What follows belongs to an exercise in optimizing a design on an open flow for small area, a short achievable clock period and few clock cycles; a production flow would make more cautious choices. The RTL was checked by simulation tests, not by an equivalence proof against the original design. Power and IR drop assume default switching activity.

==> design/flow/design.v <==
module CPU(
    input         clk,
    input         rst,
    output [31:0] imem_addr,
    input  [31:0] imem_rdata,
    output [31:0] dmem_addr,
    output [31:0] dmem_wdata,
    output        dmem_we,
    input  [31:0] dmem_rdata,
    output        wb_en,
    output [4:0]  wb_addr,
    output [31:0] wb_data
);
reg  [31:2] pc;
reg  [31:0] e_a, e_b, e_s;       
reg  [4:0]  e_dest;
reg         e_wr, e_ld, e_st, e_br;
reg         e_sub, e_and, e_or, e_slt;
reg         e_fam, e_faw, e_fbm, e_fbw, e_fsm, e_fsw;
reg  [31:0] m_alu, m_sd;
reg  [4:0]  m_dest;
reg         m_wr, m_ld, m_st;
reg  [31:0] w_data;
reg  [4:0]  w_dest;
reg         w_wr;
reg  [31:1] rv;
wire [31:0] ins = imem_rdata;
wire [5:0]  op  = ins[31:26];
wire [4:0]  rs  = ins[25:21];
wire [4:0]  rt  = ins[20:16];
wire [4:0]  rd  = ins[15:11];
wire [5:0]  fn  = ins[5:0];
wire [31:0] simm = {{16{ins[15]}}, ins[15:0]};
wire is_r    = (op == 6'b000000);
wire is_addi = (op == 6'b001000);
wire is_lw   = (op == 6'b100011);
wire is_sw   = (op == 6'b101011);
wire is_beq  = (op == 6'b000100);
wire [4:0] dest   = is_r ? rd : rt;
wire       wr     = (is_r | is_addi | is_lw) & (dest != 5'd0);
wire       use_rs = is_r | is_addi | is_lw | is_sw | is_beq;
wire       use_rt = is_r | is_sw | is_beq;
wire       b_rt   = is_r | is_beq;        
wire stall = e_ld & ((use_rs & (rs == e_dest)) | (use_rt & (rt == e_dest)));
wire [32*32-1:0] rflat;
wire [31:1]      rs_sel, rt_sel;
reg  [31:0]      rs_v, rt_v;
wire [31:0] wd = m_ld ? dmem_rdata : m_alu;      
genvar g;
generate
    for (g = 1; g < 32; g = g + 1) begin : RF
        reg [31:0] q;
        always @(posedge clk)
            if (m_wr && m_dest == g)
                q <= wd;
        assign rflat[g*32 +: 32] = q;
        assign rs_sel[g] = rv[g] & (rs == g);
        assign rt_sel[g] = rv[g] & (rt == g);
    end
endgenerate
assign rflat[31:0] = 32'd0;
integer k;
always @(*) begin
    rs_v = 32'd0;
    rt_v = 32'd0;
    for (k = 1; k < 32; k = k + 1) begin
        rs_v = rs_v | ({32{rs_sel[k]}} & rflat[k*32 +: 32]);
        rt_v = rt_v | ({32{rt_sel[k]}} & rflat[k*32 +: 32]);
    end
end
always @(posedge clk or posedge rst) begin
    if (rst)
        rv <= 31'd0;
    else if (m_wr)
        rv[m_dest] <= 1'b1;
end
wire [31:0] A = e_fam ? m_alu : (e_faw ? w_data : e_a);
wire [31:0] B = e_fbm ? m_alu : (e_fbw ? w_data : e_b);
wire [31:0] S = e_fsm ? m_alu : (e_fsw ? w_data : e_s);
wire [31:0] Bx  = B ^ {32{e_sub}};
wire [31:0] sum = A + Bx + {31'd0, e_sub};
wire        lt  = (A[31] ^ B[31]) ? A[31] : sum[31];
wire [31:0] res = e_and ? (A & B) :
                  e_or  ? (A | B) :
                  e_slt ? {31'd0, lt} : sum;
wire        taken = e_br & (A == B);
wire [31:2] tgt   = pc + S[29:0];     
always @(posedge clk or posedge rst) begin
    if (rst)
        pc <= 30'd0;
    else if (taken)
        pc <= tgt;
    else if (!stall)
        pc <= pc + 30'd1;
end
always @(posedge clk or posedge rst) begin
    if (rst) begin
        e_wr <= 1'b0;
        e_ld <= 1'b0;
        e_st <= 1'b0;
        e_br <= 1'b0;
    end else if (stall) begin
        e_wr <= 1'b0;
        e_ld <= 1'b0;
        e_st <= 1'b0;
        e_br <= 1'b0;
    end else begin
        e_wr <= wr;
        e_ld <= is_lw & (dest != 5'd0);
        e_st <= is_sw;
        e_br <= is_beq;
    end
end
always @(posedge clk) begin
    e_a    <= rs_v;
    e_b    <= b_rt ? rt_v : simm;
    e_s    <= is_beq ? simm : rt_v;
    e_dest <= dest;
    e_sub  <= is_r & ((fn == 6'b100010) | (fn == 6'b101010));
    e_and  <= is_r & (fn == 6'b100100);
    e_or   <= is_r & (fn == 6'b100101);
    e_slt  <= is_r & (fn == 6'b101010);
    e_fam  <= e_wr & (e_dest == rs);
    e_faw  <= m_wr & (m_dest == rs);
    e_fbm  <= b_rt & e_wr & (e_dest == rt);
    e_fbw  <= b_rt & m_wr & (m_dest == rt);
    e_fsm  <= is_sw & e_wr & (e_dest == rt);
    e_fsw  <= is_sw & m_wr & (m_dest == rt);
end
always @(posedge clk or posedge rst) begin
    if (rst) begin
        m_wr <= 1'b0;
        m_st <= 1'b0;
    end else begin
        m_wr <= e_wr;
        m_st <= e_st;
    end
end
always @(posedge clk) begin
    m_alu  <= res;
    m_sd   <= S;
    m_dest <= e_dest;
    m_ld   <= e_ld;
end
always @(posedge clk or posedge rst) begin
    if (rst)
        w_wr <= 1'b0;
    else
        w_wr <= m_wr;
end
always @(posedge clk) begin
    w_data <= wd;
    w_dest <= m_dest;
end
assign imem_addr  = {pc, 2'b00};
assign dmem_addr  = m_alu;
assign dmem_wdata = m_sd;
assign dmem_we    = m_st;
assign wb_en      = w_wr;
assign wb_addr    = w_dest;
assign wb_data    = w_data;
endmodule
==> design/flow/run.sh <==
#!/bin/bash
# synth_recipe.tcl (not shown) runs the flow's synth.tcl, then flattens the netlist and writes it again
# the make line also repeats each setting of config.mk as NAME=value (left out here)
make -C /OpenROAD-flow-scripts/flow DESIGN_CONFIG=/design/flow/config.mk WORK_HOME=/design/flow/orfs CLKGATE_MAP_FILE= SYNTH_SCRIPT=/design/flow/synth_recipe.tcl finish
==> design/flow/config.mk <==
export PLATFORM = sky130hd
export DESIGN_NAME = CPU
export DESIGN_NICKNAME = CPU
export VERILOG_FILES = /design/flow/design.v
export SDC_FILE = /design/flow/constraint.sdc
export NUM_CORES = 4
export LEC_CHECK = 0
export CAP_MARGIN = 20
export CORE_MARGIN = 2
export CORE_UTILIZATION = 25
export PLACE_DENSITY = 0.4
export SLEW_MARGIN = 20
==> design/flow/constraint.sdc <==
create_clock -name core_clock -period 8.5 [get_ports {clk}]
set_input_delay 1.7000 -clock core_clock [delete_from_list [all_inputs] [get_ports {clk}]]
set_output_delay 1.7000 -clock core_clock [all_outputs]
set_load 0.01 [all_outputs]
==> results of run 1 <==
==> cells in the mapped netlist (6+ instances only) <==
library cell  number
a211o_1            6
a21o_1            34
a21oi_1           96
a221oi_1         160
a222oi_1          64
a22o_1           159
a22oi_1          580
a2bb2oi_1         11
and2_1            16
and3_1           100
buf_1             51
buf_2             38
clkbuf_1         260
dfrtp_1           68
dfxtp_1          218
edfxtp_1         992
ha_1             135
inv_1             94
mux2_2            49
mux2i_1           97
nand2_1          184
nand2b_1          18
nand3_1          254
nand4_1           44
nor2_1           151
nor2b_1           21
nor3_1            20
nor4_1            15
o211ai_1           8
o21a_1            75
o21ai_0           87
o21bai_1          37
o22ai_1           12
or4_1             65
xnor2_1           74
xor2_1            36
==> metrics by stage <==
step	setup slack (ps)	instances
after floorplan	3520	4415
after global placement	1780	7412
after detailed placement	1840	7414
after CTS	1830	7678
after global routing	1610	7678
final	1940	7685
==> path summary, 6_finish.rpt <==
path                           to  slack, ps  cells after the start  start
setup reg to reg           pc[25]       1940                     21  e_fbw
max in group asynchronous  rv[14]       6580                      3    rst
min in group asynchronous  pc[12]       1430                      3    rst
hold / removal               m_st        350                      0   e_st
setup / recovery           pc[25]       1940                     21  e_fbw
hold reg to reg              m_st        350                      0   e_st
==> layout make-up <==
| class | count | area, um2 |
|---|---|---|
| Antenna cell | 7 | 17.5 |
| Clock buffer | 180 | 3880 |
| Clock inverter | 84 | 997 |
| Fill cell | 22700 | 159000 |
| Inverter | 95 | 358 |
| Multi-Input combinational cell | 2689 | 19700 |
| Sequential cell | 1278 | 35900 |
| Tap cell | 3009 | 3760 |
| Timing Repair Buffer | 343 | 3190 |
==> power by group through the flow <==
| stage | sequential, mW | clock [mW] | combinational [mW] |
|---|---|---|---|
| finish | 7.02 | 6.63 | 0.845 |
| global route | 7.03 | 6.90 | 0.902 |
| CTS | 7.02 | 6.67 | 0.829 |
| detailed placement | 7.16 | 0 | 0.828 |
| global placement | 7.16 | 0 | 0.830 |
| floorplan | 7.11 | 0 | 0.400 |
==> kinds of logic after synthesis <==
family	Yosys count	synth area share [%]
AOI/OAI and AO/OA	1376	18.4
xor gates and xnor gates	110	1.69
adders and majority gates	137	3.03
buffers and inverters	448	3.07
DFF	1278	62.9
muxes	147	2.70
other	1	0.00658
and+or+nand+nor	917	8.23
==> flip-flops by register name (all words and copies together) (netlist names), 30 cells and up <==
name    flops
RF.q      992
e_a        32
e_b        32
e_s        32
m_alu      32
m_sd       32
pc         30
rv         31
w_data     32
==> routing by layer <==
metal	wire length (um)	global-route usage [%]
met5	60	0
met4	18500	12.9
met3	37400	7.68
met2	133000	39.4
met1	121000	33.6
==> qor.txt, run 1 <==
Main synth FF type -> edfxtp_1
CTS resizes -> 0
Max stage delay on crit path -> 920 ps
Via density -> 6.06
Initial Util -> 25.1%
PnR Total Power -> 14.5 mW
Syn Inst Count -> 4414
Most common cell after layout, fill and taps aside -> edfxtp_1
Largest net degree at the start of global routing -> 69
Layout Nets -> 4754
DRT iter0 DRCs -> 8002
Pint -> 11.0 mW
Worst-Margin Slew -> 1250 ps
Placed inst area -> 62900 um2
Fin. Hold Viols -> 0
Worst skew pair latency -> 820 ps
# IOs -> 201
Sequential group share of total power -> 48.4%
CP Max Fanout -> 23
#FFs+latches synth -> 1278
Mapped Area -> 57000 um2
All-Layer GR Usage -> 26.0%
Most frequent cells in the layout -> edfxtp_1, a22oi_1, nand3_1, dfxtp_1, clkdlybuf4s50_1
DP HPWL -> 181 mm
Worst Path Arrival -> 7270 ps
Rel. slew slack -> 16.7%
GR Overflow Total -> 0
Total Wirelength -> 311 mm
Synth-to-layout area growth -> 19.0%
CTS tree -> done
CP most frequent cell -> a21oi_1
Status -> finished clean
Unrepaired setup endpoints after global routing -> false
Post-Route Skew -> 32.4 ps
Vias in the first global route -> 44400
DR DRC count -> 0
Max-slew violations -> 0
Final Cell Area -> 67800 um2
Syn avg cell area -> 12.9 um2
Cell Pwr Density -> 214 nW/um2
Post-synthesis async set-or-reset flop share -> 5.32%
Initial antenna violation count -> 32
Max Cap Viol -> 0
Setup TNS -> 0 ps
TritonCTS Sinks -> 1278
Die ar. -> 232000 um2
CTS Buffer Depth -> 3
Crit end category -> register
Fmax -> 152 MHz
1st-pass router iterations -> 9
Layout cells sized above 1 -> 11.6%
Leak Pwr -> 23.5 nW
Delay-heaviest family, CP -> compound AO/OA/AOI/OAI gates
Final min period -> 6560 ps
# hold bufs at CTS -> 0
Gate power share -> 5.8%
Buffers inserted by post-CTS timing repair -> 0
Hold_ws -> 349 ps
Synth cell types -> 79
Worst hold path type -> register to register
Core area -> 227000 um2
Post-synth top area share -> 52.2%
Global-route wire length before repair -> 409 mm
Htree depth -> 4
Via count -> 46500
Net Sw Frac -> 23.9%
Die X -> 482 um
Setup violators final -> 0
Clock share of power -> 45.7%
P_sw -> 3.46 mW
Sequential area share after synthesis -> 62.9%
Slowest cell on the critical path -> dfxtp_2
Critical path class -> register to register
Site Rows -> 175
Port Buffers -> 198
Root Driver -> clkbuf_16
EDFF count, synth -> 992
Top cells by area, synth -> edfxtp_1, dfxtp_1, a22oi_1
Die Span Y -> 482 um
Yosys warns -> 1
Final period util -> 77.2%
Worst Path Required -> 9210 ps
DRT antenna net count -> 0
Critical Path Source Type -> register
Crit path buffers/inverters -> 1
Yosys top cell by area -> edfxtp_1
CP cell instances -> buf_4 > mux2i_1 > nor2_1 > a21oi_1 > ha_1 > nor4_1 > nand4_1 > nor2_2 > nand2_1 > or2_2 > ha_1 > a21oi_1 > nor2_1 > o41ai_1 > o21ai_0 > a21oi_1 > nand2b_1 > a21oi_1 > o21ai_0 > a21oi_1 > o31ai_1
Reg clk slew, reported paths -> 60 ps
Wire per inst -> 40.4 um
Final Util -> 29.9%
Max VDD drop -> 0.191 mV
Num CTS Buffers -> 144
Final GP Congestion -> 0.875
Testbench counts, summed over its fixed seeds: cycles 35,517.
==> inputs of run 2 (changes only) <==
--- a/design/flow/config.mk
+++ b/design/flow/config.mk
@@ -6,7 +6,9 @@
 export NUM_CORES = 4
 export LEC_CHECK = 0
+export ABC_CLOCK_PERIOD_IN_PS = 2500
 export CAP_MARGIN = 20
 export CORE_MARGIN = 2
-export CORE_UTILIZATION = 25
-export PLACE_DENSITY = 0.4
+export CORE_UTILIZATION = 45
+export PLACE_DENSITY = 0.55
+export SETUP_SLACK_MARGIN = 5
 export SLEW_MARGIN = 20
==> run 2 against run 1 <==
Still clean. Non-clock buffer count rose by 111. Critical path depth unchanged. Design area grew 2.1%. Maximum frequency increased by 39%.
==> qor.txt, run 2 <==
Yosys top cell by area -> edfxtp_1 (unchanged)
WHS Path Cells -> 0 (unchanged)
Rel. slew slack -> 16.4% (was 16.7%)
Htree depth -> 4 (unchanged)
R2r setup slk -> 3790 ps (was 1940 ps)
Crit end category -> register (unchanged)
WL met3 -> 45.9 mm (was 37.4 mm)
Max-slew violations -> 0 (unchanged)
Initial antenna violation count -> 19 (was 32)
Num CTS Buffers -> 138 (was 144)
PnR Total Power -> 14.1 mW (was 14.5 mW)
Syn avg cell area -> 12.9 um2 (unchanged)
Die X -> 360 um (was 482 um)
Worst Path Required -> 9160 ps (was 9210 ps)
Synth cell types -> 79 (unchanged)
Worst hold start -> e_st (unchanged)
DRT antenna net count -> 0 (unchanged)
Synth-to-layout area growth -> 21.5% (was 19.0%)
Layout Nets -> 4868 (was 4754)
# hold bufs at CTS -> 0 (unchanged)
Final GP Congestion -> 0.912 (was 0.875)
Cell Pwr Density -> 204 nW/um2 (was 214 nW/um2)
Die ar. -> 130000 um2 (was 232000 um2)
Vias in the first global route -> 44400 (about the same)
Post-synth top area share -> 52.2% (unchanged)
CP Max Fanout -> 21 (was 23)
CTS tree -> done (unchanged)
Setup violators final -> 0 (unchanged)
DR DRC count -> 0 (unchanged)
Layout cells sized above 1 -> 20.6% (was 11.6%)
Status -> finished clean (unchanged)
Worst Path Arrival -> 5370 ps (was 7270 ps)
Fmax -> 212 MHz (was 152 MHz)
Via count -> 47500 (was 46500)
Sequential area share after synthesis -> 62.9% (unchanged)
FF-to-FF path depth -> 21 (unchanged)
1st-pass router iterations -> 10 (was 9)
Most common cell in the netlist -> edfxtp_1 (unchanged)
Syn Inst Count -> 4414 (unchanged)
# IOs -> 201 (unchanged)
Filler Cell Count -> 10300 (was 22700)
Fin. Hold Viols -> 0 (unchanged)
Reg2reg start -> e_fbw (unchanged)
DP HPWL -> 147 mm (was 181 mm)
Post-Route Skew -> 31.7 ps (was 32.4 ps)
DR WL met2 -> 116 mm (was 133 mm)
All-Layer GR Usage -> 41.7% (was 26.0%)
Min-Delay Endpoint -> m_st (unchanged)
Reg-to-Reg End -> pc[26] (was pc[25])
Max VDD drop -> 0.222 mV (was 0.191 mV)
Max FFs per register -> 992 (unchanged)
Max layer used -> met5 (unchanged)
Most frequent cells in the layout -> edfxtp_1, a22oi_1, nand3_1, nand2_1, clkdlybuf4s50_1 (was edfxtp_1, a22oi_1, nand3_1, dfxtp_1, clkdlybuf4s50_1)
Unrepaired setup endpoints after global routing -> true (was false)
Final period util -> 55.4% (was 77.2%)
Setup TNS -> 0 ps (unchanged)
Most common cell after layout, fill and taps aside -> edfxtp_1 (unchanged)
Wl on met1 -> 94.9 mm (was 121 mm)
Largest net degree at the start of global routing -> 69 (unchanged)
Final min period -> 4710 ps (was 6560 ps)
Total Wirelength -> 281 mm (was 311 mm)
Synth top cells by count -> edfxtp_1, a22oi_1, clkbuf_1 (unchanged)
Largest Register -> RF.q (unchanged)
Global-route wire length before repair -> 371 mm (was 409 mm)
Leak Pwr -> 24.5 nW (was 23.5 nW)
GR Overflow Total -> 0 (unchanged)
EDFF count, synth -> 992 (unchanged)
Port Buffers -> 198 (unchanged)
CTS Buffer Depth -> 3 (unchanged)
Wire per inst -> 43.7 um (was 40.4 um)
Critical path class -> register to register (unchanged)
Worst hold path type -> register to register (unchanged)
#FFs+latches synth -> 1278 (unchanged)
Via density -> 7.37 (was 6.06)
Yosys warns -> 1 (unchanged)
TritonCTS Sinks -> 1278 (unchanged)
Site Rows -> 130 (was 175)
Die Span Y -> 360 um (was 482 um)
Root Driver -> clkbuf_16 (unchanged)
Critical Path Source Type -> register (unchanged)
Max Cap Viol -> 0 (unchanged)
Final Cell Area -> 69300 um2 (was 67800 um2)
Worst skew pair latency -> 800 ps (was 820 ps)
Mapped Area -> 57000 um2 (unchanged)
Main synth FF type -> edfxtp_1 (unchanged)
Post-synthesis async set-or-reset flop share -> 5.32% (unchanged)
Placed inst area -> 61800 um2 (was 62900 um2)
Top cells by area, synth -> edfxtp_1, dfxtp_1, a22oi_1 (unchanged)
Core area -> 126000 um2 (was 227000 um2)
Initial Util -> 45.3% (was 25.1%)
Reg clk slew, reported paths -> 60 ps (about the same)
Worst-Margin Slew -> 1250 ps (about the same)
DRT iter0 DRCs -> 9435 (was 8002)
-- run 2: cell counts after synthesis --
No cell type changed its count.
-- run 2: report_power, final --
| group | switching (mW) | internal [mW] | leakage, nW |
|---|---|---|---|
| Combinational | 0.581 | 0.350 | 10.6 |
| Clock | 2.63 | 3.52 | 2.16 |
| Sequential | 0.116 | 6.91 | 11.6 |
| Total | 3.33 | 10.8 | 24.5 |
-- run 2: stage by stage --
stage	setup slack [ps]	util [%]	cells	hold WS (ps)
after floorplan	4340	-	4415	329
after global placement	2450	49.1	6033	341
after global routing	3570	55.1	6426	358
final	3790	55.1	6435	349
after detailed placement	2370	49.1	6033	341
after CTS	3830	54.1	6356	354
-- run 2: area by class of cell --
| type | count | area, um2 | share of cell area (%) |
|---|---|---|---|
| tap | 1650 | 2060 | 2.98 |
| sequential | 1278 | 36000 | 51.9 |
| timing repair buffer | 454 | 4840 | 6.98 |
| clock buffer | 174 | 3730 | 5.39 |
| antenna | 12 | 30.0 | 0.0433 |
| clock inverter | 74 | 776 | 1.12 |
| multi-input combinational | 2698 | 21500 | 31.1 |
| inverter | 95 | 357 | 0.515 |
-- run 2: worst max-delay path by stage --
| stage | startpoint | endpoint | slack, ps | depth (start not counted) |
|---|---|---|---|---|
| detailed placement | e_fbw | pc[28] | 2370 | 22 |
| CTS | e_fbw | pc[31] | 3830 | 21 |
| global route | e_fbw | pc[19] | 3570 | 21 |
| finish | e_fbw | pc[26] | 3790 | 21 |
| global placement | e_fbw | pc[28] | 2450 | 22 |
| floorplan | e_fbw | pc[26] | 4340 | 24 |
-- run 2: kinds of logic (layout without fill, tap and decap cells) --
family,Yosys count,after routing,share of synthesized area [%]
buffers and inverters,448,797,3.07
adders and majority gates,137,137,3.03
and+or+nand+nor,917,926,8.23
DFF,1278,1278,62.9
xor gates and xnor gates,110,110,1.69
other,1,14,0.00658
AOI/OAI and AO/OA,1376,1376,18.4
muxes,147,147,2.70
-- run 2: routing by layer --
metal / vias up / GRT usage [%]
met5: - / 0.444
met4: 21 / 26.8
met3: 1314 / 16.4
met2: 4690 / 60.9
met1: 23200 / 51.6
li1: 18200 / -
-- run 2: what timing repair did --
item / 4_1_cts / 5_1_grt
setup buffers: 66 / 61
setup endpoints to repair: 265 / 172
resized for setup: 350 / 176
gates cloned: 9 / 6
pin swaps: 40 / 70
-- run 2: worst max-delay path, stage by stage, from the launching register on --
cell      delay, ps
dfxtp_4         390
buf_12          140
mux2i_1         180
nor2_1           60
a21oi_2         180
ha_1            290
nor4_4          320
nand4_1         310
nor2_4          330
buf_12          200
and3_1          170
ha_2            310
a21o_1          190
a21o_1          180
a21oi_1         280
or3b_2          190
o211a_1         210
o21bai_4        100
a21o_1          190
a21oi_2         130
xor2_1          160
o21ai_1          70
==> inputs of run 3 (changes only) <==
--- a/design/flow/design.v
+++ b/design/flow/design.v
@@ -13,9 +13,13 @@
 );
 reg  [31:2] pc;
-reg  [31:0] e_a, e_b, e_s;       
+reg  [31:0] e_a, e_b;            
+reg  [15:0] e_imm;               
+reg  [31:2] e_tgt;               
 reg  [4:0]  e_dest;
 reg         e_wr, e_ld, e_st, e_br;
 reg         e_sub, e_and, e_or, e_slt;
-reg         e_fam, e_faw, e_fbm, e_fbw, e_fsm, e_fsw;
+reg         e_fam, e_faw, e_fae;           
+reg         e_fbm, e_fbw, e_fbe;           
+reg         e_bi;                          
 reg  [31:0] m_alu, m_sd;
 reg  [4:0]  m_dest;
@@ -42,4 +46,6 @@
 wire       use_rt = is_r | is_sw | is_beq;
 wire       b_rt   = is_r | is_beq;        
+wire [31:2] pc1   = pc + 30'd1;
+wire [31:2] tgt_d = pc1 + simm[29:0];    
 wire stall = e_ld & ((use_rs & (rs == e_dest)) | (use_rt & (rt == e_dest)));
 wire [32*32-1:0] rflat;
@@ -75,9 +81,16 @@
         rv[m_dest] <= 1'b1;
 end
-wire [31:0] A = e_fam ? m_alu : (e_faw ? w_data : e_a);
-wire [31:0] B = e_fbm ? m_alu : (e_fbw ? w_data : e_b);
-wire [31:0] S = e_fsm ? m_alu : (e_fsw ? w_data : e_s);
+wire fam = e_wr & (e_dest == rs);
+wire faw = m_wr & (m_dest == rs) & ~fam;
+wire fbm = e_wr & (e_dest == rt);
+wire fbw = m_wr & (m_dest == rt) & ~fbm;
+wire [31:0] eimm = {{16{e_imm[15]}}, e_imm};
+wire [31:0] A = ({32{e_fam}} & m_alu) | ({32{e_faw}} & w_data) | ({32{e_fae}} & e_a);
+wire [31:0] S = ({32{e_fbm}} & m_alu) | ({32{e_fbw}} & w_data) | ({32{e_fbe}} & e_b);
+wire [31:0] B = ({32{e_fbm & ~e_bi}} & m_alu) | ({32{e_fbw & ~e_bi}} & w_data) |
+                ({32{e_fbe & ~e_bi}} & e_b) | ({32{e_bi}} & eimm);
 wire [31:0] Bx  = B ^ {32{e_sub}};
-wire [31:0] sum = A + Bx + {31'd0, e_sub};
+wire [32:0] sum1 = {A, 1'b1} + {Bx, e_sub};    
+wire [31:0] sum  = sum1[32:1];
 wire        lt  = (A[31] ^ B[31]) ? A[31] : sum[31];
 wire [31:0] res = e_and ? (A & B) :
@@ -85,12 +98,11 @@
                   e_slt ? {31'd0, lt} : sum;
 wire        taken = e_br & (A == B);
-wire [31:2] tgt   = pc + S[29:0];     
 always @(posedge clk or posedge rst) begin
     if (rst)
         pc <= 30'd0;
     else if (taken)
-        pc <= tgt;
+        pc <= e_tgt;
     else if (!stall)
-        pc <= pc + 30'd1;
+        pc <= pc1;
 end
 always @(posedge clk or posedge rst) begin
@@ -114,6 +126,8 @@
 always @(posedge clk) begin
     e_a    <= rs_v;
-    e_b    <= b_rt ? rt_v : simm;
-    e_s    <= is_beq ? simm : rt_v;
+    e_b    <= rt_v;
+    e_imm  <= ins[15:0];
+    e_tgt  <= tgt_d;
+    e_bi   <= ~b_rt;
     e_dest <= dest;
     e_sub  <= is_r & ((fn == 6'b100010) | (fn == 6'b101010));
@@ -121,10 +135,10 @@
     e_or   <= is_r & (fn == 6'b100101);
     e_slt  <= is_r & (fn == 6'b101010);
-    e_fam  <= e_wr & (e_dest == rs);
-    e_faw  <= m_wr & (m_dest == rs);
-    e_fbm  <= b_rt & e_wr & (e_dest == rt);
-    e_fbw  <= b_rt & m_wr & (m_dest == rt);
-    e_fsm  <= is_sw & e_wr & (e_dest == rt);
-    e_fsw  <= is_sw & m_wr & (m_dest == rt);
+    e_fam  <= fam;
+    e_faw  <= faw;
+    e_fae  <= ~fam & ~faw;
+    e_fbm  <= fbm;
+    e_fbw  <= fbw;
+    e_fbe  <= ~fbm & ~fbw;
 end
 always @(posedge clk or posedge rst) begin
--- a/design/flow/config.mk
+++ b/design/flow/config.mk
@@ -11,4 +11,4 @@
 export CORE_UTILIZATION = 45
 export PLACE_DENSITY = 0.55
-export SETUP_SLACK_MARGIN = 5
+export SETUP_SLACK_MARGIN = 4
 export SLEW_MARGIN = 20
==> run 3 against run 2 <==
Wire length shrank 6.8%. Global-route usage shrank 1.8 points. Non-clock buffer count shrank 152. Power grew 1.1%. Core utilization shrank 3.0 points. Clock power grew 1%. Design area shrank 5.9%. Hold slack gained 5.9 ps. Largest power group unchanged. Combinational power shrank 5.4%. Die area shrank 0.76%.
==> qor.txt, run 3 <==
Critical path class -> primary input to register (was register to register)
Sequential group share of total power -> 50.1% (was 49.8%)
R2r setup slk -> 4170 ps (was 3790 ps)
FF-to-FF path depth -> 14 (was 21)
Most common cell after layout, fill and taps aside -> edfxtp_1 (unchanged)
Final non-filler cell total -> 6183 (was 6435)
Syn Inst Count -> 4288 (was 4414)
Max Cap Viol -> 0 (unchanged)
Largest Register -> RF.q (unchanged)
Vias in the first global route -> 42900 (was 44400)
Site Rows -> 130 (unchanged)
Placed Instances -> 5911 (was 6033)
Mapped Area -> 56600 um2 (was 57000 um2)
Post-synth top area share -> 52.7% (was 52.2%)
Post-synthesis async set-or-reset flop share -> 5.26% (was 5.32%)
Worst-Margin Slew -> 1230 ps (was 1250 ps)
Reg-to-Reg End -> m_alu[20] (was pc[26])
Initial Util -> 45.2% (was 45.3%)
Worst Path Arrival -> 5180 ps (was 5370 ps)
WHS Path Cells -> 0 (unchanged)
GR Overflow Total -> 0 (unchanged)
Main synth FF type -> edfxtp_1 (unchanged)
Top cells by area, synth -> edfxtp_1, dfxtp_1, a22oi_1 (unchanged)
Max VDD drop -> 0.215 mV (was 0.222 mV)
Unrepaired setup endpoints after global routing -> false (was true)
Via count -> 46000 (was 47500)
Most common cell in the netlist -> edfxtp_1 (unchanged)
Port Buffers -> 198 (unchanged)
Synth cell types -> 72 (was 79)
Synth top cells by count -> edfxtp_1, a22oi_1, clkbuf_1 (unchanged)
Layout cells sized above 1 -> 10.8% (was 20.6%)
Layout Nets -> 4608 (was 4868)
Final WS setup -> 4060 ps (was 3790 ps)
Worst hold start -> e_st (unchanged)
Max-slew violations -> 0 (unchanged)
Filler Cell Count -> 10600 (was 10300)
Die X -> 359 um (was 360 um)
Worst hold path type -> register to register (unchanged)
Via density -> 7.44 (was 7.37)
Critical Path Source Type -> primary input (was register)
1st-pass router iterations -> 12 (was 10)
Worst skew pair latency -> 810 ps (was 800 ps)
Clock share of power -> 43.7% (was 43.6%)
CTS Buffer Depth -> 3 (unchanged)
All-Layer GR Usage -> 39.9% (was 41.7%)
Leak Pwr -> 23.1 nW (was 24.5 nW)
Die Span Y -> 359 um (was 360 um)
Yosys top cell by area -> edfxtp_1 (unchanged)
Num CTS Buffers -> 141 (was 138)
P_sw -> 3.37 mW (was 3.33 mW)
Min-Delay Endpoint -> m_st (unchanged)
DP HPWL -> 138 mm (was 147 mm)
Core area -> 125000 um2 (was 126000 um2)
Most frequent cells in the layout -> edfxtp_1, a22oi_1, a221oi_1, a22o_1, dfxtp_1 (was edfxtp_1, a22oi_1, nand3_1, nand2_1, clkdlybuf4s50_1)
Fin. Hold Viols -> 0 (unchanged)
Setup violators final -> 0 (unchanged)
DR DRC count -> 0 (unchanged)
Gate power share -> 6.2% (was 6.6%)
Crit end category -> register (unchanged)
Final GP Congestion -> 0.939 (was 0.912)
#FFs+latches synth -> 1293 (was 1278)
TritonCTS Sinks -> 1293 (was 1278)
CTS tree -> done (unchanged)
Wire per inst -> 42.4 um (was 43.7 um)
EDFF count, synth -> 992 (unchanged)
Largest net degree at the start of global routing -> 69 (unchanged)
Reg clk slew, reported paths -> 60 ps (about the same)
Buffers inserted by post-CTS timing repair -> 0 (was 66)
Post-Route Skew -> 36.9 ps (was 31.7 ps)
Htree depth -> 4 (unchanged)
Pint -> 10.9 mW (was 10.8 mW)
Yosys warns -> 1 (unchanged)
Global-route wire length before repair -> 351 mm (was 371 mm)
# hold bufs at CTS -> 0 (unchanged)
Root Driver -> clkbuf_16 (unchanged)
DRT antenna net count -> 0 (unchanged)
Total Wirelength -> 262 mm (was 281 mm)
Fmax -> 225 MHz (was 212 MHz)
DRT iter0 DRCs -> 10300 (was 9435)
Setup TNS -> 0 ps (unchanged)
Rel. slew slack -> 17.9% (was 16.4%)
Place WS -> 3480 ps (was 2370 ps)
Final min period -> 4440 ps (was 4710 ps)
Reg2reg start -> e_bi (was e_fbw)
Net Sw Frac -> 23.6% (about the same)
PnR Total Power -> 14.3 mW (was 14.1 mW)
Cell Pwr Density -> 219 nW/um2 (was 204 nW/um2)
Initial antenna violation count -> 17 (was 19)
CP Max Fanout -> 18 (was 21)
Die ar. -> 129000 um2 (was 130000 um2)
Syn avg cell area -> 13.2 um2 (was 12.9 um2)
Status -> finished clean (unchanged)
# IOs -> 201 (unchanged)
Sequential area share after synthesis -> 63.9% (was 62.9%)
Max FFs per register -> 992 (unchanged)
Synth-to-layout area growth -> 15.3% (was 21.5%)
Final period util -> 52.2% (was 55.4%)
Worst Path Required -> 9240 ps (was 9160 ps)
-- run 3: timing repair --
item | 4_1_cts | 5_1_grt
hold endpoints to repair | 0 | 0
cloned | 0 | 0
resized for setup | 1 | 5
setup endpoints to repair | 1 | 4
pin swaps | 0 | 1
-- run 3: kinds of logic after synthesis --
family / count (synthesis) / share of synthesized area [%]
other cells: 1 / 0.00663
simple gates: 864 / 7.93
xor+xnor: 172 / 2.66
compound gates: 1315 / 18.3
fa+ha+maj: 138 / 3.07
mux: 56 / 1.10
flops: 1293 / 63.9
buf+inv: 449 / 3.00
-- run 3: critical path, stage by stage --
cell and delay, ps:
clkdlybuf4s50_1 730, nor2b_1 360, nor2b_1 270, and3_2 950, buf_4 590, a22o_1 200
a221oi_1 50, nand4_1 140, or3_1 130
-- run 3: power groups by stage --
stage	clock network [mW]	logic [mW]	registers [mW]
after global routing	6.47	0.947	7.16
after CTS	6.23	0.859	7.14
final	6.23	0.881	7.15
after floorplan	0	0.480	7.22
after detailed placement	0	0.857	7.28
after global placement	0	0.853	7.28
-- run 3: final cells by class --
| type | instances | area [um2] | area share [%] |
|---|---|---|---|
| well taps | 1650 | 2060 | 3.17 |
| repair buffers | 302 | 2760 | 4.24 |
| flip-flops and latches | 1293 | 36200 | 55.5 |
| multi-input cells | 2547 | 19100 | 29.3 |
| diodes | 12 | 30.0 | 0.0460 |
| clock buffers | 176 | 3770 | 5.79 |
| inverters | 119 | 448 | 0.687 |
| clock inverters | 84 | 862 | 1.32 |
-- run 3: how the worst max path moves through the flow --
| stage | startpoint | end |
|---|---|---|
| 3_5_place_dp | imem_rdata[0] | e_tgt[30] |
| 4_1_cts | pc[2] | e_tgt[31] |
| 5_1_grt | pc[2] | e_tgt[31] |
| 3_3_place_gp | imem_rdata[0] | e_tgt[30] |
| 6_report | imem_rdata[17] | e_b[19] |
| 2_1_floorplan | imem_rdata[0] | e_tgt[30] |
-- run 3: routing by layer --
metal / share of wire [%] / GRT usage [%] / vias up
met5: 0.20 / 2.37 / -
met4: 7.5 / 23.7 / 22
met3: 16 / 17.4 / 1429
met2: 42 / 58.1 / 4676
met1: 34 / 49.0 / 22300
li1: - / - / 17600
-- run 3: per-stage QoR --
step	instance area, um2	util (%)	hold WS [ps]
floorplan	56600	-	329
global placement	60500	48.3	336
detailed placement	60500	48.3	336
CTS	65200	52.0	354
global route	65200	52.0	355
finish	65200	52.1	355
Testbench counts of run 3, summed over its fixed seeds: cycles 35,517.
==> inputs of run 4 (changes only) <==
--- a/design/flow/config.mk
+++ b/design/flow/config.mk
@@ -11,4 +11,4 @@
 export CORE_UTILIZATION = 45
 export PLACE_DENSITY = 0.55
-export SETUP_SLACK_MARGIN = 4
+export SETUP_SLACK_MARGIN = 5
 export SLEW_MARGIN = 20
==> run 4 against run 3 <==
Still clean. Global-route usage grew 1.3 points. Die area is the same. Design area grew 5.3%. Clock skew grew 3.6 ps. Area after synthesis is the same. Sequential power is essentially flat. Count of clock-buffer cells in the layout grew 20. Non-clock buffer count grew 169. Critical path type is now register to register. Largest cell class unchanged.
==> qor.txt, run 4 <==
Status -> finished clean (unchanged)
DP HPWL -> 139 mm (was 138 mm)
Vias in the first global route -> 43900 (was 42900)
DRT iter0 DRCs -> 10300 (about the same)
Post-synthesis async set-or-reset flop share -> 5.26% (unchanged)
CTS tree -> done (unchanged)
Crit. path cell count -> 18 (was 9)
CP Max Fanout -> 4 (was 18)
Crit path buffers/inverters -> 3 (was 2)
Worst Path Required -> 9120 ps (was 9240 ps)
Final WS setup -> 4650 ps (was 4060 ps)
Setup TNS -> 0 ps (unchanged)
Synth top cells by count -> edfxtp_1, a22oi_1, clkbuf_1 (unchanged)
Final non-filler cell total -> 6358 (was 6183)
Via density -> 7.46 (was 7.44)
Setup violators final -> 0 (unchanged)
Top cells by area, synth -> edfxtp_1, dfxtp_1, a22oi_1 (unchanged)
PnR Total Power -> 14.5 mW (was 14.3 mW)
Core area -> 125000 um2 (unchanged)
EDFF count, synth -> 992 (unchanged)
Initial antenna violation count -> 20 (was 17)
Max VDD drop -> 0.236 mV (was 0.215 mV)
Largest Register -> RF.q (unchanged)
Worst hold path type -> register to register (unchanged)
Crit end category -> register (unchanged)
Reg clk slew, reported paths -> 60 ps (about the same)
Most common cell in the netlist -> edfxtp_1 (unchanged)
Final Cell Area -> 68700 um2 (was 65200 um2)
Max stage delay on crit path -> 360 ps (was 950 ps)
Critical path class -> register to register (was primary input to register)
Global-route wire length before repair -> 361 mm (was 351 mm)
Reg-to-Reg End -> m_alu[28] (was m_alu[20])
Worst skew pair latency -> 800 ps (was 810 ps)
Yosys warns -> 1 (unchanged)
Reg2reg start -> e_fbm (was e_bi)
All-Layer GR Usage -> 41.3% (was 39.9%)
Synth-to-layout area growth -> 21.3% (was 15.3%)
FF-to-FF path depth -> 18 (was 14)
Fmax -> 260 MHz (was 225 MHz)
Place WS -> 3450 ps (was 3480 ps)
Final period util -> 45.3% (was 52.2%)
Critical Path Source Type -> register (was primary input)
TritonCTS Sinks -> 1293 (unchanged)
DRT antenna net count -> 0 (unchanged)
Syn avg cell area -> 13.2 um2 (unchanged)
CP cell instances -> buf_12 > buf_16 > a22oi_2 > nand2_1 > mux2_4 > xor2_1 > ha_1 > a211o_1 > a21oi_4 > a21oi_4 > buf_6 > a211o_4 > nand3_2 > o211a_1 > a211o_1 > xnor2_1 > a221oi_1 > a21oi_1 (was clkdlybuf4s50_1 > nor2b_1 > nor2b_1 > and3_2 > buf_4 > a22o_1 > a221oi_1 > nand4_1 > or3_1)
Layout cells sized above 1 -> 20.4% (was 10.8%)
Total Wirelength -> 273 mm (was 262 mm)
Most frequent cells in the layout -> edfxtp_1, a22oi_1, a22o_1, buf_4, dfxtp_1 (was edfxtp_1, a22oi_1, a221oi_1, a22o_1, dfxtp_1)
Delay-heaviest family, CP -> compound AO/OA/AOI/OAI gates (was simple AND/OR/NAND/NOR gates)
Slowest cell on the critical path -> dfxtp_4 (was and3_2)
Most common cell after layout, fill and taps aside -> edfxtp_1 (unchanged)
DR DRC count -> 0 (unchanged)
Syn Inst Count -> 4288 (unchanged)
Sequential area share after synthesis -> 63.9% (unchanged)
Yosys top cell by area -> edfxtp_1 (unchanged)
Via count -> 47400 (was 46000)
Cell Pwr Density -> 211 nW/um2 (was 219 nW/um2)
Port Buffers -> 198 (unchanged)
Max-slew violations -> 0 (unchanged)
Max Cap Viol -> 0 (unchanged)
Unrepaired setup endpoints after global routing -> true (was false)
Worst Path Arrival -> 4470 ps (was 5180 ps)
GR Overflow Total -> 0 (unchanged)
Die Span Y -> 359 um (unchanged)
Placed inst area -> 61200 um2 (was 60500 um2)
Final Util -> 54.8% (was 52.1%)
Wire per inst -> 42.9 um (was 42.4 um)
Fin. Hold Viols -> 0 (unchanged)
Worst hold start -> e_st (unchanged)
Post-Route Skew -> 40.6 ps (was 36.9 ps)
Placed Instances -> 5919 (was 5911)
Site Rows -> 130 (unchanged)
Max FFs per register -> 992 (unchanged)
Post-synth top area share -> 52.7% (unchanged)
Die ar. -> 129000 um2 (unchanged)
Layout Nets -> 4779 (was 4608)
Hold_ws -> 342 ps (was 355 ps)
Initial Util -> 45.2% (unchanged)
CTS Buffer Depth -> 3 (unchanged)
Leak Pwr -> 24.6 nW (was 23.1 nW)
Final GP Congestion -> 0.930 (was 0.939)
Worst-Margin Slew -> 1180 ps (was 1230 ps)
Min-Delay Endpoint -> m_st (unchanged)
# IOs -> 201 (unchanged)
Filler Cell Count -> 10300 (was 10600)
Main synth FF type -> edfxtp_1 (unchanged)
R2r setup slk -> 4650 ps (was 4170 ps)
Num CTS Buffers -> 140 (was 141)
Htree depth -> 4 (unchanged)
Mapped Area -> 56600 um2 (unchanged)
Rel. slew slack -> 21.4% (was 17.9%)
Largest net degree at the start of global routing -> 69 (unchanged)
Root Driver -> clkbuf_16 (unchanged)
WHS Path Cells -> 0 (unchanged)
Synth cell types -> 72 (unchanged)
1st-pass router iterations -> 13 (was 12)
#FFs+latches synth -> 1293 (unchanged)
Die X -> 359 um (unchanged)
Final min period -> 3850 ps (was 4440 ps)
==> run 4: changes by cell type in the layout (fill, tap and decap cells not counted), moves of 22 or more <==
cell | before | now
buf_4 | 104 | 208
clkdlybuf4s50_1 | 198 | 143
dfxtp_1 | 225 | 203
o21ai_0 | 46 | 24
ha_1 | 137 | 108
a22oi_2 | 0 | 36
dlygate4sd2_1 | 0 | 24
a221oi_1 | 236 | 188
a22oi_1 | 482 | 446
buf_6 | 0 | 43
a221oi_2 | 0 | 48
==> run 4: layer usage <==
| metal | vias up | track usage, % | wire length [um] |
|---|---|---|---|
| met5 | - | 2.19 | 354 |
| met4 | 20 | 25.9 | 23900 |
| met3 | 1615 | 17.7 | 45600 |
| met2 | 5035 | 58.7 | 111000 |
| met1 | 22800 | 51.3 | 92600 |
| li1 | 17900 | - | - |
==> run 4: worst max path at each step <==
stage / start / to / slack [ps]
finish: e_fbm / m_alu[28] / 4650
global route: e_fbm / m_alu[28] / 4530
CTS: e_fbm / m_alu[20] / 4660
detailed placement: imem_rdata[22] / e_a[10] / 3450
global placement: imem_rdata[17] / e_b[4] / 3540
floorplan: imem_rdata[0] / e_tgt[30] / 4780
==> run 4: cell type report <==
type | instances | area [um2] | area share [%]
clock buffers | 196 | 4000 | 5.82
flip-flops and latches | 1293 | 36200 | 52.8
diodes | 14 | 35.0 | 0.0510
repair buffers | 471 | 4450 | 6.48
inverters | 119 | 448 | 0.652
well taps | 1650 | 2060 | 3.01
multi-input cells | 2550 | 20700 | 30.1
clock inverters | 65 | 736 | 1.07
==> run 4: logic make-up after synthesis <==
kind of cell,synth area share (%)
xor gates and xnor gates,2.66
buffers and inverters,3.00
AOI/OAI and AO/OA,18.3
adders and majority gates,3.07
other,0.00663
DFF,63.9
muxes,1.10
and+or+nand+nor,7.93
==> run 4: worst reg2reg max path, stage by stage (launching register included) <==
cell and delay [ps]:
dfxtp_4 360, buf_12 130, buf_16 130, a22oi_2 140, nand2_1 90, mux2_4 300, xor2_1 150, ha_1 360
a211o_1 310, a21oi_4 220, a21oi_4 100, buf_6 130, a211o_4 300, nand3_2 70, o211a_1 180, a211o_1 250
xnor2_1 100, a221oi_1 280, a21oi_1 90
==> run 4: repair_timing <==
action / in CTS / in global routing
gates cloned: 5 / 2
resized for setup: 257 / 203
pin swaps: 57 / 91
hold buffers: 0 / 0
setup endpoints to repair: 211 / 152
setup buffers: 97 / 59
==> run 4: power by group <==
part / internal, mW / total [mW] / switching [mW]
sequential: 7.01 / 7.15 / 0.140
combinational: 0.423 / 1.04 / 0.621
clock: 3.63 / 6.30 / 2.68
total: 11.1 / 14.5 / 3.44
==> inputs of run 5 (changes only) <==
--- a/design/flow/design.v
+++ b/design/flow/design.v
@@ -21,5 +21,6 @@
 reg         e_fam, e_faw, e_fae;           
 reg         e_fbm, e_fbw, e_fbe;           
-reg         e_bi;                          
+reg         e_bm, e_bw, e_be, e_bi;        
+reg         e_add;                         
 reg  [31:0] m_alu, m_sd;
 reg  [4:0]  m_dest;
@@ -47,5 +48,14 @@
 wire       b_rt   = is_r | is_beq;        
 wire [31:2] pc1   = pc + 30'd1;
-wire [31:2] tgt_d = pc1 + simm[29:0];    
+wire [16:0] tgt_lo = {1'b0, pc[17:2]} + {1'b0, ins[15:0]} + 17'd1;
+wire [31:18] pch_p = pc[31:18] + 14'd1;
+wire [31:18] pch_m = pc[31:18] - 14'd1;
+wire [31:18] tgt_hi = ( tgt_lo[16] & ~ins[15]) ? pch_p :
+                      (~tgt_lo[16] &  ins[15]) ? pch_m : pc[31:18];
+wire [31:2] tgt_d = {tgt_hi, tgt_lo[15:0]};
+wire sub_d = is_r & ((fn == 6'b100010) | (fn == 6'b101010));
+wire and_d = is_r & (fn == 6'b100100);
+wire or_d  = is_r & (fn == 6'b100101);
+wire slt_d = is_r & (fn == 6'b101010);
 wire stall = e_ld & ((use_rs & (rs == e_dest)) | (use_rt & (rt == e_dest)));
 wire [32*32-1:0] rflat;
@@ -88,14 +98,14 @@
 wire [31:0] A = ({32{e_fam}} & m_alu) | ({32{e_faw}} & w_data) | ({32{e_fae}} & e_a);
 wire [31:0] S = ({32{e_fbm}} & m_alu) | ({32{e_fbw}} & w_data) | ({32{e_fbe}} & e_b);
-wire [31:0] B = ({32{e_fbm & ~e_bi}} & m_alu) | ({32{e_fbw & ~e_bi}} & w_data) |
-                ({32{e_fbe & ~e_bi}} & e_b) | ({32{e_bi}} & eimm);
-wire [31:0] Bx  = B ^ {32{e_sub}};
+wire [31:0] mx = m_alu  ^ {32{e_sub}};
+wire [31:0] wx = w_data ^ {32{e_sub}};
+wire [31:0] Bx = ({32{e_bm}} & mx) | ({32{e_bw}} & wx) |
+                 ({32{e_be}} & e_b) | ({32{e_bi}} & eimm);
 wire [32:0] sum1 = {A, 1'b1} + {Bx, e_sub};    
 wire [31:0] sum  = sum1[32:1];
-wire        lt  = (A[31] ^ B[31]) ? A[31] : sum[31];
-wire [31:0] res = e_and ? (A & B) :
-                  e_or  ? (A | B) :
-                  e_slt ? {31'd0, lt} : sum;
-wire        taken = e_br & (A == B);
+wire        lt   = (A[31] == Bx[31]) ? A[31] : sum[31];
+wire [31:0] res  = ({32{e_add}} & sum) | ({32{e_and}} & (A & Bx)) |
+                   ({32{e_or}} & (A | Bx)) | {31'd0, e_slt & lt};
+wire        taken = e_br & (A == Bx);
 always @(posedge clk or posedge rst) begin
     if (rst)
@@ -126,13 +136,17 @@
 always @(posedge clk) begin
     e_a    <= rs_v;
-    e_b    <= rt_v;
+    e_b    <= rt_v ^ {32{sub_d}};
     e_imm  <= ins[15:0];
     e_tgt  <= tgt_d;
     e_bi   <= ~b_rt;
+    e_bm   <= b_rt & fbm;
+    e_bw   <= b_rt & fbw;
+    e_be   <= b_rt & ~fbm & ~fbw;
+    e_add  <= ~and_d & ~or_d & ~slt_d;
     e_dest <= dest;
-    e_sub  <= is_r & ((fn == 6'b100010) | (fn == 6'b101010));
-    e_and  <= is_r & (fn == 6'b100100);
-    e_or   <= is_r & (fn == 6'b100101);
-    e_slt  <= is_r & (fn == 6'b101010);
+    e_sub  <= sub_d;
+    e_and  <= and_d;
+    e_or   <= or_d;
+    e_slt  <= slt_d;
     e_fam  <= fam;
     e_faw  <= faw;
==> design/flow/flow/run.sh (new file) <==
#!/bin/bash
# The standard layout (standard.sh: ORFS synthesis to finish, unchanged
# synthesis), with three changes to how it is laid out:
#  - the port buffers are a plain buffer (buf_2), not the delay buffer that
#    buffer_ports picks by default;
#  - gate sizing may change a cell's footprint (MATCH_CELL_FOOTPRINT=0);
#  - repair_timing aims 5.4 ns below the clock period
# make's full output goes to standard.log; ORFS keeps each step's log under
# orfs/logs.
cd "$(dirname "$0")/.."
bash standard.sh \
    "BUFFER_PORTS_ARGS=-buffer_cell sky130_fd_sc_hd__buf_2" \
    MATCH_CELL_FOOTPRINT=0 SETUP_SLACK_MARGIN=5.4 \
    finish > standard.log 2>&1
==> design/flow/standard.sh (new file) <==
#!/bin/bash
# synth_recipe.tcl (not shown) runs the flow's synth.tcl, then flattens the netlist and writes it again
# the make line also repeats each setting of config.mk as NAME=value (left out here)
make -C /OpenROAD-flow-scripts/flow DESIGN_CONFIG=/design/flow/config.mk WORK_HOME=/design/flow/orfs CLKGATE_MAP_FILE= SYNTH_SCRIPT=/design/flow/synth_recipe.tcl "${@:-finish}"
--- a/design/flow/config.mk
+++ b/design/flow/config.mk
@@ -9,6 +9,6 @@
 export CAP_MARGIN = 20
 export CORE_MARGIN = 2
-export CORE_UTILIZATION = 45
-export PLACE_DENSITY = 0.55
+export CORE_UTILIZATION = 40
+export PLACE_DENSITY = 0.5
 export SETUP_SLACK_MARGIN = 5
 export SLEW_MARGIN = 20
removed: design/flow/run.sh
==> run 5 against run 4 <==
Still clean on timing, DRC and antenna. Die area increased by 12%. Sequential share of layout area decreased by 1.4 points. Critical path depth decreased by 4. Synthesized cell count decreased by 1.0%. Critical path type unchanged. Highest routed layer unchanged.
==> qor.txt, run 5 <==
#FFs+latches synth -> 1297 (was 1293)
Reg clk slew, reported paths -> 60 ps (about the same)
Yosys top cell by area -> edfxtp_1 (unchanged)
# IOs -> 201 (unchanged)
Post-synthesis async set-or-reset flop share -> 5.24% (was 5.26%)
Max-slew violations -> 0 (unchanged)
Worst skew pair latency -> 810 ps (was 800 ps)
DRT antenna net count -> 0 (unchanged)
Sequential area share after synthesis -> 64.3% (was 63.9%)
Simple logic cell fraction of the synthesized area -> 7.85% (was 7.93%)
Crit end category -> register (unchanged)
Die Span Y -> 379 um (was 359 um)
Synth top cells by count -> edfxtp_1, a22oi_1, clkbuf_1 (unchanged)
Port Buffers -> 198 (unchanged)
TritonCTS Sinks -> 1297 (was 1293)
R2r setup slk -> 4750 ps (was 4650 ps)
Setup TNS -> 0 ps (unchanged)
Most common cell after layout, fill and taps aside -> edfxtp_1 (unchanged)
Worst Path Required -> 9230 ps (was 9120 ps)
Critical path class -> register to register (unchanged)
Critical Path Source Type -> register (unchanged)
CP Max Fanout -> 16 (was 4)
Syn avg cell area -> 13.3 um2 (was 13.2 um2)
Most common cell in the netlist -> edfxtp_1 (unchanged)
Core area -> 140000 um2 (was 125000 um2)
Post-synthesis mux area share -> 0.945% (was 1.10%)
Wire per inst -> 45.3 um (was 42.9 um)
CP most frequent cell -> or4_4
Worst hold path type -> register to register (unchanged)
1st-pass router iterations -> 10 (was 13)
Compound-cell area share of the yosys netlist -> 19.4% (was 18.3%)
Final min period -> 3750 ps (was 3850 ps)
Synth-to-layout area growth -> 25.6% (was 21.3%)
Largest family of logic cells by synthesized area -> compound AO/OA/AOI/OAI gates (unchanged)
Worst Path Arrival -> 4480 ps (was 4470 ps)
Initial Util -> 40.4% (was 45.2%)
Rel. slew slack -> 18.6% (was 21.4%)
Worst-Margin Slew -> 1220 ps (was 1180 ps)
CP cell instances -> buf_12 > clkbuf_16 > a221oi_2 > nor2_1 > a221o_1 > ha_4 > nand2_1 > o211a_1 > or4_4 > a211oi_4 > nor2b_2 > o311a_1 > or4_4 > o211ai_2 (was buf_12 > buf_16 > a22oi_2 > nand2_1 > mux2_4 > xor2_1 > ha_1 > a211o_1 > a21oi_4 > a21oi_4 > buf_6 > a211o_4 > nand3_2 > o211a_1 > a211o_1 > xnor2_1 > a221oi_1 > a21oi_1)
Synth cell types -> 82 (was 72)
Final period util -> 44.1% (was 45.3%)
Setup violators final -> 0 (unchanged)
Leak Pwr -> 24.9 nW (was 24.6 nW)
Via density -> 7.38 (was 7.46)
Main synth FF type -> edfxtp_1 (unchanged)
CTS tree -> done (unchanged)
DP HPWL -> 147 mm (was 139 mm)
DRT iter0 DRCs -> 9364 (was 10300)
GR Overflow Total -> 0 (unchanged)
Unrepaired setup endpoints after global routing -> true (unchanged)
Layout Nets -> 4753 (was 4779)
Min-Delay Endpoint -> m_st (unchanged)
Clock share of power -> 43.8% (was 43.5%)
Total Wirelength -> 299 mm (was 273 mm)
All-Layer GR Usage -> 40.2% (was 41.3%)
Mapped Area -> 56400 um2 (was 56600 um2)
Delay-heaviest family, CP -> compound AO/OA/AOI/OAI gates (unchanged)
Htree depth -> 4 (unchanged)
Fmax -> 267 MHz (was 260 MHz)
Max Cap Viol -> 0 (unchanged)
PnR Total Power -> 14.4 mW (was 14.5 mW)
Die X -> 379 um (was 359 um)
Gate power share -> 6.4% (was 7.2%)
Layout cells sized above 1 -> 31.1% (was 20.4%)
Worst hold start -> e_st (unchanged)
Top cells by area, synth -> edfxtp_1, dfxtp_1, a22oi_1 (unchanged)
Most frequent cells in the layout -> edfxtp_1, a22oi_1, buf_4, nand3_1, a22o_1 (was edfxtp_1, a22oi_1, a22o_1, buf_4, dfxtp_1)
# hold bufs at CTS -> 0 (unchanged)
Site Rows -> 137 (was 130)
Status -> finished clean (unchanged)
DR DRC count -> 0 (unchanged)
Die ar. -> 144000 um2 (was 129000 um2)
Reg-to-Reg End -> m_alu[25] (was m_alu[28])
Initial antenna violation count -> 17 (was 20)
Max stage delay on crit path -> 500 ps (was 360 ps)
Final GP Congestion -> 0.924 (was 0.930)
Global-route wire length before repair -> 391 mm (was 361 mm)
CTS Buffer Depth -> 3 (unchanged)
Cell Pwr Density -> 203 nW/um2 (was 211 nW/um2)
P_sw -> 3.48 mW (was 3.44 mW)
Via count -> 48700 (was 47400)
Post-synth top area share -> 52.8% (was 52.7%)
Reg2reg start -> e_bm (was e_fbm)
Crit path buffers/inverters -> 2 (was 3)
Fin. Hold Viols -> 0 (unchanged)
Num CTS Buffers -> 140 (unchanged)
Pint -> 10.9 mW (was 11.1 mW)
Max VDD drop -> 0.163 mV (was 0.236 mV)
Largest net degree at the start of global routing -> 69 (unchanged)
Largest Register -> RF.q (unchanged)
XOR/XNOR share of the synthesized area -> 2.07% (was 2.66%)
Syn Inst Count -> 4243 (was 4288)
FF-to-FF path depth -> 14 (was 18)
EDFF count, synth -> 992 (unchanged)
Post-Route Skew -> 31.7 ps (was 40.6 ps)
Hold_ws -> 347 ps (was 342 ps)
Sequential group share of total power -> 49.8% (was 49.3%)
WHS Path Cells -> 0 (unchanged)
Slowest cell on the critical path -> or4_4 (was dfxtp_4)
Post-Synth Adder-Cell Area -> 2.18% (was 3.07%)
Net Sw Frac -> 24.1% (was 23.7%)
Max FFs per register -> 992 (unchanged)
Root Driver -> clkbuf_16 (unchanged)
Yosys warns -> 1 (unchanged)
Vias in the first global route -> 45100 (was 43900)
[run 5: changes by cell type in the layout (fill, tap and decap cells not counted), sizes merged, moves of 34 or more]
cell           before  now
ha                137   95
clkdlybuf4s50     143    0
o221ai              0   41
nor3               20   68
xor2               98   33
a21oi             109   75
a222oi             94  128
buf               274  525
[run 5: worst reg2reg max path, stage by stage (launching register included)]
cell and delay, ps:
dfxtp_4 360, buf_12 130, clkbuf_16 200, a221oi_2 240, nor2_1 60, a221o_1 320
ha_4 330, nand2_1 80, o211a_1 290, or4_4 510, a211oi_4 290, nor2b_2 80
o311a_1 290, or4_4 430, o211ai_2 90
[run 5: through the flow]
step	instance area (um2)	worst slack, ps	std cells	utilization [%]
5_1_grt	70800	4710	6584	50.7
3_3_place_gp	61300	3890	6084	43.9
3_5_place_dp	61300	3890	6085	43.9
6_report	70800	4750	6599	50.7
4_1_cts	69400	4860	6512	49.7
2_1_floorplan	59300	4750	4244	-
[run 5: power groups by stage]
stage | sequential (mW) | combinational [mW] | clock, mW
detailed placement | 7.30 | 0.759 | 0
floorplan | 7.25 | 0.450 | 0
global route | 7.17 | 0.980 | 6.57
CTS | 7.16 | 0.860 | 6.32
finish | 7.17 | 0.928 | 6.31
global placement | 7.30 | 0.756 | 0
[run 5: per-layer routing]
metal  GRT usage, %  wire length, um  vias to the layer above
met2           58.2           124000                     5018
met5          0.343              199                        -
met4           26.1            24700                       14
met1           49.4           103000                    24000
li1               -                -                    18100
met3           16.3            47100                     1446
[run 5: worst max-delay path by stage]
stage	from	end	slack, ps	cells past startpoint
3_5_place_dp	imem_rdata[27]	e_b[26]	3890	8
4_1_cts	e_bm	m_alu[30]	4860	15
2_1_floorplan	imem_rdata[0]	e_tgt[30]	4750	15
6_report	e_bm	m_alu[25]	4750	14
3_3_place_gp	imem_rdata[27]	e_b[26]	3890	8
5_1_grt	e_bw	m_alu[25]	4710	14
[run 5: layout make-up]
type	instances	area (um2)
repair inverters	1	11.3
multi-input cells	2471	21500
inverters	133	596
clock buffers	180	3910
clock inverters	80	781
diodes	15	37.5
repair buffers	546	5210
fillers	11700	68900
well taps	1876	2350
flip-flops and latches	1297	36400
[run 5: cell families after synthesis]
group,count (synthesis)
AOI/OAI and AO/OA,1340
DFF,1297
and+or+nand+nor,845
buffers and inverters,482
xor gates and xnor gates,133
adders and majority gates,97
muxes,48
other,1
[run 5: timing repair]
action	4_1_cts	5_1_grt
buffers inserted	148	65
pin swaps	81	87
resized for setup	518	141
endpoints found under the setup margin	259	181
gates cloned	19	7
hold endpoints to repair	0	0
Testbench counts of run 5, summed over its fixed seeds: cycles 35,517.
==> inputs of run 6 (changes only) <==
--- a/design/flow/flow/run.sh
+++ b/design/flow/flow/run.sh
@@ -5,5 +5,5 @@
 #    buffer_ports picks by default;
 #  - gate sizing may change a cell's footprint (MATCH_CELL_FOOTPRINT=0);
-#  - repair_timing aims 5.4 ns below the clock period
+#  - (setup margin as given in config.mk)
 # make's full output goes to standard.log; ORFS keeps each step's log under
 # orfs/logs.
@@ -11,4 +11,4 @@
 bash standard.sh \
     "BUFFER_PORTS_ARGS=-buffer_cell sky130_fd_sc_hd__buf_2" \
-    MATCH_CELL_FOOTPRINT=0 SETUP_SLACK_MARGIN=5.4 \
+    MATCH_CELL_FOOTPRINT=0 \
     finish > standard.log 2>&1
==> run 6 against run 5 <==
Still clean on timing, DRC and antenna. Via count down 3.0%. Flip-flop and latch count stayed put. Largest cell class unchanged. First-iteration DRC count up 2.0%. Synthesized cell count stayed put.
==> qor.txt, run 6 <==
Synth cell types -> 82 (unchanged)
Initial Util -> 40.4% (unchanged)
Largest Register -> RF.q (unchanged)
Crit path buffers/inverters -> 5 (was 2)
Leak Pwr -> 23.4 nW (was 24.9 nW)
P_sw -> 3.38 mW (was 3.48 mW)
Root Driver -> clkbuf_16 (unchanged)
Gate power share -> 5.8% (was 6.4%)
Post-synth top area share -> 52.8% (unchanged)
Reg2reg start -> e_bw (was e_bm)
Worst hold path type -> register to register (unchanged)
Delay-heaviest family, CP -> compound AO/OA/AOI/OAI gates (unchanged)
Sequential group share of total power -> 50.4% (was 49.8%)
CTS Buffer Depth -> 3 (unchanged)
Reg clk slew, reported paths -> 50 ps (was 60 ps)
Most Used Layer, Global Route -> met2 (unchanged)
Place WS -> 3480 ps (was 3890 ps)
Met3 Use GR -> 15.0% (was 16.3%)
DRT antenna net count -> 0 (unchanged)
Cell Pwr Density -> 213 nW/um2 (was 203 nW/um2)
Unrepaired setup endpoints after global routing -> true (unchanged)
Post-synthesis async set-or-reset flop share -> 5.24% (unchanged)
Final WS setup -> 4660 ps (was 4750 ps)
Pint -> 10.8 mW (was 10.9 mW)
Rel. slew slack -> 22.2% (was 18.6%)
Hold_ws -> 356 ps (was 347 ps)
Top cells by area, synth -> edfxtp_1, dfxtp_1, a22oi_1 (unchanged)
Largest net degree at the start of global routing -> 69 (unchanged)
Placed inst area -> 60000 um2 (was 61300 um2)
DRT iter0 DRCs -> 9554 (was 9364)
EDFF count, synth -> 992 (unchanged)
Layout Nets -> 4635 (was 4753)
Layout cells sized above 1 -> 22.1% (was 31.1%)
Final period util -> 45.2% (was 44.1%)
Core area -> 140000 um2 (unchanged)
Wire per inst -> 43.5 um (was 45.3 um)
Synth top cells by count -> edfxtp_1, a22oi_1, clkbuf_1 (unchanged)
Main synth FF type -> edfxtp_1 (unchanged)
Total Wirelength -> 281 mm (was 299 mm)
Final GP Congestion -> 0.934 (was 0.924)
TritonCTS Sinks -> 1297 (unchanged)
Initial antenna violation count -> 22 (was 17)
Setup TNS -> 0 ps (unchanged)
Yosys warns -> 1 (unchanged)
Worst-Margin Slew -> 1170 ps (was 1220 ps)
All-Layer GR Usage -> 37.9% (was 40.2%)
Clock share of power -> 43.8% (about the same)
Vias in the first global route -> 43800 (was 45100)
Critical path class -> register to register (unchanged)
GRT met2 Usage -> 54.7% (was 58.2%)
Post-Route Skew -> 42.4 ps (was 31.7 ps)
Htree depth -> 4 (unchanged)
Syn avg cell area -> 13.3 um2 (unchanged)
Port Buffers -> 198 (unchanged)
Worst hold start -> e_st (unchanged)
Crit end category -> register (unchanged)
Max VDD drop -> 0.242 mV (was 0.163 mV)
Final Cell Area -> 66900 um2 (was 70800 um2)
CTS tree -> done (unchanged)
1st-pass router iterations -> 12 (was 10)
Die ar. -> 144000 um2 (unchanged)
Fin. Hold Viols -> 0 (unchanged)
DR DRC count -> 0 (unchanged)
# IOs -> 201 (unchanged)
R2r setup slk -> 4660 ps (was 4750 ps)
Num CTS Buffers -> 142 (was 140)
Via count -> 47200 (was 48700)
Final min period -> 3840 ps (was 3750 ps)
Most common cell after layout, fill and taps aside -> edfxtp_1 (unchanged)
CP cell instances -> buf_12 > clkinvlp_4 > clkbuf_16 > buf_12 > o221a_2 > nor2_2 > a221o_1 > ha_4 > inv_1 > o211a_1 > or4_4 > a211oi_4 > nor2b_2 > o311a_1 > or4_4 > o211ai_2 (was buf_12 > clkbuf_16 > a221oi_2 > nor2_1 > a221o_1 > ha_4 > nand2_1 > o211a_1 > or4_4 > a211oi_4 > nor2b_2 > o311a_1 > or4_4 > o211ai_2)
Min-Delay Endpoint -> m_st (unchanged)
Max Cap Viol -> 0 (unchanged)
Reg-to-Reg End -> m_alu[25] (unchanged)
Syn Inst Count -> 4243 (unchanged)
Die X -> 379 um (unchanged)
Met1 usage -> 47.5% (was 49.4%)
CP Max Fanout -> 6 (was 16)
Synth-to-layout area growth -> 18.6% (was 25.6%)
Worst Path Required -> 9220 ps (was 9230 ps)
Slowest cell on the critical path -> or4_4 (unchanged)
Die Span Y -> 379 um (unchanged)
GR Overflow Total -> 0 (unchanged)
Status -> finished clean (unchanged)
Site Rows -> 137 (unchanged)
Worst skew pair latency -> 810 ps (about the same)
Global-route wire length before repair -> 373 mm (was 391 mm)
Max-slew violations -> 0 (unchanged)
#FFs+latches synth -> 1297 (unchanged)
DP HPWL -> 151 mm (was 147 mm)
Max stage delay on crit path -> 510 ps (was 500 ps)
Worst Path Arrival -> 4560 ps (was 4480 ps)
Mapped Area -> 56400 um2 (unchanged)
Sequential area share after synthesis -> 64.3% (unchanged)
Setup violators final -> 0 (unchanged)
FF-to-FF path depth -> 16 (was 14)
Net Sw Frac -> 23.8% (was 24.1%)
Max FFs per register -> 992 (unchanged)
Via density -> 7.30 (was 7.38)
Most frequent cells in the layout -> edfxtp_1, a22oi_1, dfxtp_1, nand3_1, a22o_1 (was edfxtp_1, a22oi_1, buf_4, nand3_1, a22o_1)
WHS Path Cells -> 0 (unchanged)
Most common cell in the netlist -> edfxtp_1 (unchanged)
Critical Path Source Type -> register (unchanged)
Final Util -> 47.9% (was 50.7%)
Yosys top cell by area -> edfxtp_1 (unchanged)
Fmax -> 260 MHz (was 267 MHz)
[run 6: kinds of logic after synthesis]
family,Yosys count,synth area share [%]
compound gates,1340,19.4
xor+xnor,133,2.07
fa+ha+maj,97,2.18
buf+inv,482,3.35
flops,1297,64.3
mux,48,0.945
other cells,1,0.00665
simple gates,845,7.85
[run 6: final cells by class]
cell class / instances / area (um2)
Multi-Input combinational cell: 2475 / 19900
Inverter: 133 / 534
Fill cell: 12200 / 72800
Sequential cell: 1297 / 36300
Clock buffer: 198 / 4000
Clock inverter: 64 / 649
Tap cell: 1876 / 2350
Antenna cell: 5 / 12.5
Timing Repair Buffer: 423 / 3140
[run 6: metal layers]
metal	up-vias	share of wire, %
li1	17900	-
met1	23200	35
met2	4730	41
met3	1379	15
met4	20	8.1
met5	-	0.12
[run 6: metrics by stage]
step	power (mW)	instances
finish	14.2	6471
global route	14.6	6466
CTS	14.2	6437
detailed placement	8.02	6111
global placement	8.01	6111
floorplan	7.66	4244
[run 6: power groups by stage]
| stage | Combinational, mW | Clock [mW] | Sequential (mW) |
|---|---|---|---|
| final | 0.831 | 6.23 | 7.16 |
| after global routing | 0.889 | 6.52 | 7.17 |
| after CTS | 0.777 | 6.25 | 7.15 |
| after detailed placement | 0.733 | 0 | 7.29 |
| after global placement | 0.727 | 0 | 7.29 |
| after floorplan | 0.415 | 0 | 7.24 |
[run 6: worst max path at each step]
stage / cells past startpoint / from / slack, ps / endpoint
after floorplan: 15 / imem_rdata[0] / 4750 / e_tgt[30]
after global placement: 16 / e_bm / 3540 / m_alu[31]
after detailed placement: 16 / e_bm / 3480 / m_alu[31]
after CTS: 15 / e_bw / 4750 / m_alu[25]
after global routing: 14 / e_bw / 4590 / m_alu[25]
final: 16 / e_bw / 4660 / m_alu[25]
[run 6: what timing repair did]
item,CTS,global route
pin swaps,51,42
hold buffers,0,0
setup endpoints to repair,165,151
gates resized for setup,192,130
setup buffers,57,22
gates cloned,7,7

==> static timing again, ports no longer ideal <==
No port has a modelled driver above. Below, the same layouts with a new extraction and two added sets of constraints.
Step 1, drivers: a clkbuf_16 drives clk and a buf_2 each remaining input, both assumed.
Step 2 also shifts input and output timing later by t, the mid clock arrival at the registers, as if the neighbouring blocks saw the same clock.
a / b / c = no drivers / after step 1 / after step 2; a / b = the first two.
run | t, ns | setup slack, ns | worst slew at a driven data input, ns
run 1 | 0.901 | 1.938 / 1.938 / 1.938 | 0.10
run 2 | 0.871 | 3.789 / 3.789 / 3.789 | 0.10
run 3 | 0.862 | 4.060 / 4.094 / 3.232 | 0.07
run 4 | 0.859 | 4.650 / 4.650 / 4.090 | 0.05
run 5 | 0.872 | 4.753 / 4.753 / 4.441 | 0.08
run 6 | 0.871 | 4.660 / 4.660 / 4.055 | 0.07
After both steps every run listed still meets setup and hold. The setup slack of run 3, which loses most, moves by +0.034 ns with the drivers and by -0.828 ns with both steps.
